This design comes from an exercise in tuning for small area, a short achievable clock period and few clock cycles per item on the open sky130 flow, not from production work. The RTL was checked by simulation tests, not by an equivalence proof against the original design. No activity file was given, so power comes from the tool's default toggle rates.

Setup of north:
Design part4_mac, start of the top module:
module part4_mac(clk, reset, a, b, f, valid_in, valid_out);
    input clk, reset, valid_in;
    input signed [13:0] a, b;
    output logic signed [27:0] f;
    output logic valid_out;
  logic [13:0] a_r;
  logic [6:0] neg_r, one_r, two_r;
  logic pp0_1;
  logic pp0_2;
  logic pp0_3;
  logic pp0_4;
  logic pp0_5;
  logic pp0_6;
  logic pp0_7;
  logic pp0_8;
  logic pp0_9;
  logic pp0_10;
  logic pp0_11;
  logic pp0_12;
  logic pp0_13;
  logic pp0_14;
  logic pp0_15;
  logic pp1_16;
  logic pp1_17;
  logic pp1_18;
  logic pp1_19;
  logic pp1_20;
  logic pp1_21;
  logic pp1_22;
  logic pp1_23;
  logic pp1_24;
  logic pp1_25;
  logic pp1_26;
  logic pp1_27;
  logic pp1_28;
  logic pp1_29;
  logic pp1_30;
  logic pp2_31;
  logic pp2_32;
  logic pp2_33;
  logic pp2_34;
  logic pp2_35;
  logic pp2_36;
  logic pp2_37;
  logic pp2_38;
  logic pp2_39;
  logic pp2_40;
  logic pp2_41;
  logic pp2_42;
  logic pp2_43;
  logic pp2_44;
  logic pp2_45;
  logic pp3_46;
  logic pp3_47;
  logic pp3_48;
  logic pp3_49;
  logic pp3_50;
  logic pp3_51;
  logic pp3_52;
  logic pp3_53;
  logic pp3_54;
  logic pp3_55;
  logic pp3_56;
  logic pp3_57;
  logic pp3_58;
  logic pp3_59;
  logic pp3_60;
  logic pp4_61;
  logic pp4_62;
  logic pp4_63;
  logic pp4_64;
  logic pp4_65;
  logic pp4_66;
  logic pp4_67;
  logic pp4_68;
  logic pp4_69;
  logic pp4_70;
  logic pp4_71;
  logic pp4_72;
  logic pp4_73;
  logic pp4_74;
  logic pp4_75;
  logic pp5_76;
  logic pp5_77;
  logic pp5_78;
  logic pp5_79;
  logic pp5_80;
  logic pp5_81;
  logic pp5_82;
  logic pp5_83;
  logic pp5_84;
  logic pp5_85;
  logic pp5_86;
  logic pp5_87;
  logic pp5_88;
  ...
export LEC_CHECK = 0
export CAP_MARGIN = 20
export CORE_MARGIN = 2
export CORE_UTILIZATION = 65
export CTS_BUF_LIST = sky130_fd_sc_hd__clkbuf_4 sky130_fd_sc_hd__clkbuf_8
export PLACE_DENSITY = 0.75
export SETUP_SLACK_MARGIN = 2.9
export SLEW_MARGIN = 20
export TNS_END_PERCENT = 10
create_clock -name core_clock -period 6.0 [get_ports {clk}]
standard.sh (not shown) runs the stock make flow with config.mk's settings and CLKGATE_MAP_FILE= SYNTH_SCRIPT=/design/flow/synth_recipe.tcl, a recipe that flattens the netlist after the stock synthesis.
==> flow/flow/run.sh <==
#!/bin/bash
# The standard layout, with one extra step between synthesis and
# floorplan: flow/bubble.py removes the inverters that Yosys's full-adder
# extraction leaves around full adders (a full adder is self-dual, so it can
# work on complemented inputs and give complemented outputs instead).
# Registers and the logic function are unchanged.
set -uo pipefail
R=$PWD/orfs/results/sky130hd/part4_mac/base
bash standard.sh synth > synth.log 2>&1 || exit 1
cp "$R/1_2_yosys.v" 1_2_yosys_standard.v
python3 flow/bubble.py 1_2_yosys_standard.v "$R/1_2_yosys.v" > bubble.log 2>&1 || exit 1
touch "$R/1_2_yosys.v"
bash standard.sh finish > standard.log 2>&1
Other scripts of this flow, unchanged in this note and not shown: flow/flow/bubble.py
north reached the end of the flow, and the finished layout is clean on the timing, design-rule and antenna checks.
Testbench counts of north, summed over its fixed seeds: cycles 4,824, items 4,800.
Inputs modified between north and south:
# north
export LEC_CHECK = 0
export CAP_MARGIN = 20
export CORE_MARGIN = 2
export CORE_UTILIZATION = 65
export CTS_BUF_LIST = sky130_fd_sc_hd__clkbuf_4 sky130_fd_sc_hd__clkbuf_8
export PLACE_DENSITY = 0.75
export SETUP_SLACK_MARGIN = 2.9
export SLEW_MARGIN = 20
export TNS_END_PERCENT = 10
create_clock -name core_clock -period 6.0 [get_ports {clk}]
# south
export LEC_CHECK = 0
export CAP_MARGIN = 20
export CORE_MARGIN = 2
export CORE_UTILIZATION = 65
export CTS_BUF_LIST = sky130_fd_sc_hd__clkbuf_4 sky130_fd_sc_hd__clkbuf_8
export GPL_ROUTABILITY_DRIVEN = 0
export PLACE_DENSITY = 0.75
export SETUP_SLACK_MARGIN = 3.1
export SLEW_MARGIN = 20
export TNS_END_PERCENT = 10
create_clock -name core_clock -period 6.0 [get_ports {clk}]
==> flow/flow/run.sh <==
#!/bin/bash
# The standard layout, with two changes:
#  - one extra step between synthesis and floorplan: flow/bubble.py removes
#    the inverters that Yosys's full-adder extraction leaves around full
#    adders (a full adder is self-dual, so it can work on complemented inputs
#    and give complemented outputs instead). Registers and the logic
#    function are unchanged.
#  - the I/O ports are buffered with buf_2 cells instead of the default
#    delay-buffer cells.
set -uo pipefail
R=$PWD/orfs/results/sky130hd/part4_mac/base
P='BUFFER_PORTS_ARGS=-buffer_cell sky130_fd_sc_hd__buf_2'
bash standard.sh "$P" synth > synth.log 2>&1 || exit 1
cp "$R/1_2_yosys.v" 1_2_yosys_standard.v
python3 flow/bubble.py 1_2_yosys_standard.v "$R/1_2_yosys.v" > bubble.log 2>&1 || exit 1
touch "$R/1_2_yosys.v"
bash standard.sh "$P" finish > standard.log 2>&1
==> comparison <==
- From north to south the numbers moved as follows: logic depth of the worst setup path including buffers has decreased; wire length of the first global-routing pass has increased; overall routed net length has increased; overall power after layout has decreased.
- Final HPWL from detailed placement: south vs north — no meaningful difference
For east, these inputs were changed with respect to south:
# south
export LEC_CHECK = 0
export CAP_MARGIN = 20
export CORE_MARGIN = 2
export CORE_UTILIZATION = 65
export CTS_BUF_LIST = sky130_fd_sc_hd__clkbuf_4 sky130_fd_sc_hd__clkbuf_8
export GPL_ROUTABILITY_DRIVEN = 0
export PLACE_DENSITY = 0.75
export SETUP_SLACK_MARGIN = 3.1
export SLEW_MARGIN = 20
export TNS_END_PERCENT = 10
create_clock -name core_clock -period 6.0 [get_ports {clk}]
# east
export LEC_CHECK = 0
export CAP_MARGIN = 20
export CORE_MARGIN = 2
export CORE_UTILIZATION = 65
export CTS_BUF_LIST = sky130_fd_sc_hd__clkbuf_4 sky130_fd_sc_hd__clkbuf_8
export GPL_ROUTABILITY_DRIVEN = 0
export PLACE_DENSITY = 0.75
export SETUP_SLACK_MARGIN = 3.1
export SLEW_MARGIN = 20
export TNS_END_PERCENT = 3
create_clock -name core_clock -period 6.0 [get_ports {clk}]
==> comparison <==
In the reports for south and east, the smaller met1 track utilization from global routing belongs to south.
For east, the cell with the biggest individual delay on the critical path was fa_1, unlike south, where it was fa_2.
Diff south -> east: global-route usage now larger; part of the total power dissipated in the clock network now larger; post-layout instance area now larger.
east — number of gates resized after cts 54% higher, south as reference
Delta (east minus south): delay of the slowest cell on the worst path rose by 0.08 ns; wire length went up.
Relative to east, the following input files were edited for west:
# east
export LEC_CHECK = 0
export CAP_MARGIN = 20
export CORE_MARGIN = 2
export CORE_UTILIZATION = 65
export CTS_BUF_LIST = sky130_fd_sc_hd__clkbuf_4 sky130_fd_sc_hd__clkbuf_8
export GPL_ROUTABILITY_DRIVEN = 0
export PLACE_DENSITY = 0.75
export SETUP_SLACK_MARGIN = 3.1
export SLEW_MARGIN = 20
export TNS_END_PERCENT = 3
create_clock -name core_clock -period 6.0 [get_ports {clk}]
# west
export LEC_CHECK = 0
export CAP_MARGIN = 20
export CORE_MARGIN = 2
export CORE_UTILIZATION = 65
export CTS_BUF_LIST = sky130_fd_sc_hd__clkbuf_4 sky130_fd_sc_hd__clkbuf_8
export CTS_CLUSTER_DIAMETER = 150
export CTS_CLUSTER_SIZE = 40
export PLACE_DENSITY = 0.75
export SETUP_SLACK_MARGIN = 3.1
export SLEW_MARGIN = 20
export TNS_END_PERCENT = 10
create_clock -name core_clock -period 6.0 [get_ports {clk}]
Notes after the runs:
- ~same final worst setup slack in east and west
- Diff east -> west: worst hold slack increased by 0.051 ns relative to the old numbers, clock skew essentially unchanged, clock network fraction of design power down 2.8 points, met1 layer usage reported by global route moved down.
- Cell area | west vs east | west smaller
- Going from east to west, number of gates on the worst path with buffers counted decreased by 2 relative to the old numbers; layout clock buffer count up 1; power went down 6.1%.
#### Input delta (middle over west)
# west
export LEC_CHECK = 0
export CAP_MARGIN = 20
export CORE_MARGIN = 2
export CORE_UTILIZATION = 65
export CTS_BUF_LIST = sky130_fd_sc_hd__clkbuf_4 sky130_fd_sc_hd__clkbuf_8
export CTS_CLUSTER_DIAMETER = 150
export CTS_CLUSTER_SIZE = 40
export PLACE_DENSITY = 0.75
export SETUP_SLACK_MARGIN = 3.1
export SLEW_MARGIN = 20
export TNS_END_PERCENT = 10
create_clock -name core_clock -period 6.0 [get_ports {clk}]
# middle
export LEC_CHECK = 0
export CAP_MARGIN = 20
export CORE_MARGIN = 2
export CORE_UTILIZATION = 55
export CTS_BUF_LIST = sky130_fd_sc_hd__clkbuf_4 sky130_fd_sc_hd__clkbuf_8
export PLACE_DENSITY = 0.7
export SETUP_SLACK_MARGIN = 3.1
export SLEW_MARGIN = 20
export TNS_END_PERCENT = 10
create_clock -name core_clock -period 6.0 [get_ports {clk}]
--- outcome ---
- Looking at final cell count, middle sits above west.
- When middle is measured against west, its met2 track demand over resource in global routing turns out 9.7 points lower.
- Floorplan row count on middle is up relative to west.
- middle vs. west: post-CTS setup buffer count went down by 9.
- Compared to west, middle reaches a lower achievable clock.
- Summary of middle over west: met1 usage in global routing -8.0 points; summed area of non-filler cells in the final layout rose by 1.0%; via count roughly the same.

* * *

== run A ==
Another version of the RTL of part4_mac (not shown whole).
Size: ~60 I/O pins, ~8000 um2 of cells after synthesis.
clock: 6.0 ns
lec_check: 0
cap_margin: 20
core_margin: 2
core_utilization: 65
place_density: 0.75
setup_slack_margin: 3.1
slew_margin: 20
==> flow/flow/run.sh <==
#!/bin/bash
# The standard layout, with one extra step between synthesis and
# floorplan: flow/bubble.py removes the inverters that Yosys's full-adder
# extraction leaves around full adders (a full adder is self-dual, so it can
# work on complemented inputs and give complemented outputs instead).
# Registers and the logic function are unchanged.
set -uo pipefail
R=$PWD/orfs/results/sky130hd/part4_mac/base
bash standard.sh synth > synth.log 2>&1 || exit 1
cp "$R/1_2_yosys.v" 1_2_yosys_standard.v
python3 flow/bubble.py 1_2_yosys_standard.v "$R/1_2_yosys.v" > bubble.log 2>&1 || exit 1
touch "$R/1_2_yosys.v"
bash standard.sh finish > standard.log 2>&1
Other scripts of this flow, unchanged in this note and not shown: flow/flow/bubble.py
Run A: all stages complete, timing, DRC and antenna checks passed
Testbench counts of run A, summed over its fixed seeds: cycles 4,824, items 4,800.
The following lists how run B was set up differently from run A:
Settings: a change of CORE_UTILIZATION from 65 to 40; a deleted PLACE_DENSITY that had been 0.75.
Notes after the runs:
Changes observed in run B relative to run A: wire length shrank by 5.9%, overall track demand over capacity in global routing shrank by 13 points, fraction of layout cells with a size suffix above 1 held steady, post-layout worst setup margin shrank by 0.060 ns.
Input-level comparison between run C and run B:
Settings: PLACE_DENSITY now 0.75, previously not set; CTS_BUF_LIST now sky130_fd_sc_hd__clkbuf_4 sky130_fd_sc_hd__clkbuf_8, previously not set; CORE_UTILIZATION now 65, was 40.
--- outcome ---
- Total power: run C below run B
- Comparing run B and run C, met3 capacity usage during global routing is lower on run B.
- Count of clock-buffer cells in the layout: lower on run C
- Fraction of the cycle the final worst path needs: run C vs run B down 0.53 points
- Comparing run B with run C, the power in sequential cells came out essentially unchanged.
- Run C ends up with a cell area after placement that is about 1.7% lower than in run B.
- Run B → run C: deepest clock path buffer count was more or less identical; critical path depth went down; post-layout utilization of the core higher.
- Per the comparison of run C with run B, design area lost 470 um2, setup slack picked up an extra 0.032 ns.
> inputs changed (run C -> run D)
Settings: an added TNS_END_PERCENT of 10; an added GPL_ROUTABILITY_DRIVEN of 0.
==> flow/flow/run.sh <==
#!/bin/bash
# The standard layout, with two changes:
#  - one extra step between synthesis and floorplan: flow/bubble.py removes
#    the inverters that Yosys's full-adder extraction leaves around full
#    adders (a full adder is self-dual, so it can work on complemented inputs
#    and give complemented outputs instead). Registers and the logic
#    function are unchanged.
#  - the I/O ports are buffered with buf_2 cells instead of the default
#    delay-buffer cells.
set -uo pipefail
R=$PWD/orfs/results/sky130hd/part4_mac/base
P='BUFFER_PORTS_ARGS=-buffer_cell sky130_fd_sc_hd__buf_2'
bash standard.sh "$P" synth > synth.log 2>&1 || exit 1
cp "$R/1_2_yosys.v" 1_2_yosys_standard.v
python3 flow/bubble.py 1_2_yosys_standard.v "$R/1_2_yosys.v" > bubble.log 2>&1 || exit 1
touch "$R/1_2_yosys.v"
bash standard.sh "$P" finish > standard.log 2>&1
--- outcome ---
Between run C and run D, the difference in setup slack is negligible. Run C -> run D: post-route standard cell area excluding fillers decreased by a few percent. Going from run C to run D, fraction of power spent switching nets +0.89 points, transition time of the tightest slew-check pin higher, cell count after synthesis held steady.

==> re-timing with driven ports <==
The results above use ideal ports. As a check the final layouts listed here were re-extracted and re-timed, cells and wires unchanged.
Step 1: set_driving_cell puts a clkbuf_16 on clk and a buf_2 on each other input, an assumption about the parent block.
Step 2 moves the port delays by t, midway between the first and last clock arrival at a register: inputs arrive t later, outputs are due t later. That takes back most of the time a late clock gives input paths.
Three values: ideal, step 1, step 2; two values: the first two.
| run | t, ns | setup WS [ns] | worst hold slack (ns) |
|---|---|---|---|
| north | 0.470 | 2.729 / 2.729 / 2.729 | 0.352 / 0.352 / 0.352 |
| south | 0.479 | 2.806 / 2.806 / 2.806 | 0.376 / 0.376 / 0.376 |
| east | 0.490 | 2.806 / 2.806 / 2.806 | 0.329 / 0.329 / 0.329 |
| west | 0.476 | 2.808 / 2.808 / 2.808 | 0.380 / 0.380 / 0.380 |
| middle | 0.473 | 2.767 / 2.767 / 2.767 | 0.327 / 0.327 / 0.327 |
| run A | 0.453 | 2.828 / 2.828 / 2.828 | 0.345 / 0.345 / 0.345 |
| run B | 0.459 | 2.768 / 2.768 / 2.768 | 0.354 / 0.354 / 0.354 |
| run C | 0.475 | 2.800 / 2.800 / 2.800 | 0.348 / 0.348 / 0.348 |
| run D | 0.488 | 2.801 / 2.801 / 2.801 | 0.360 / 0.360 / 0.360 |
After both steps every run listed still meets setup and hold.
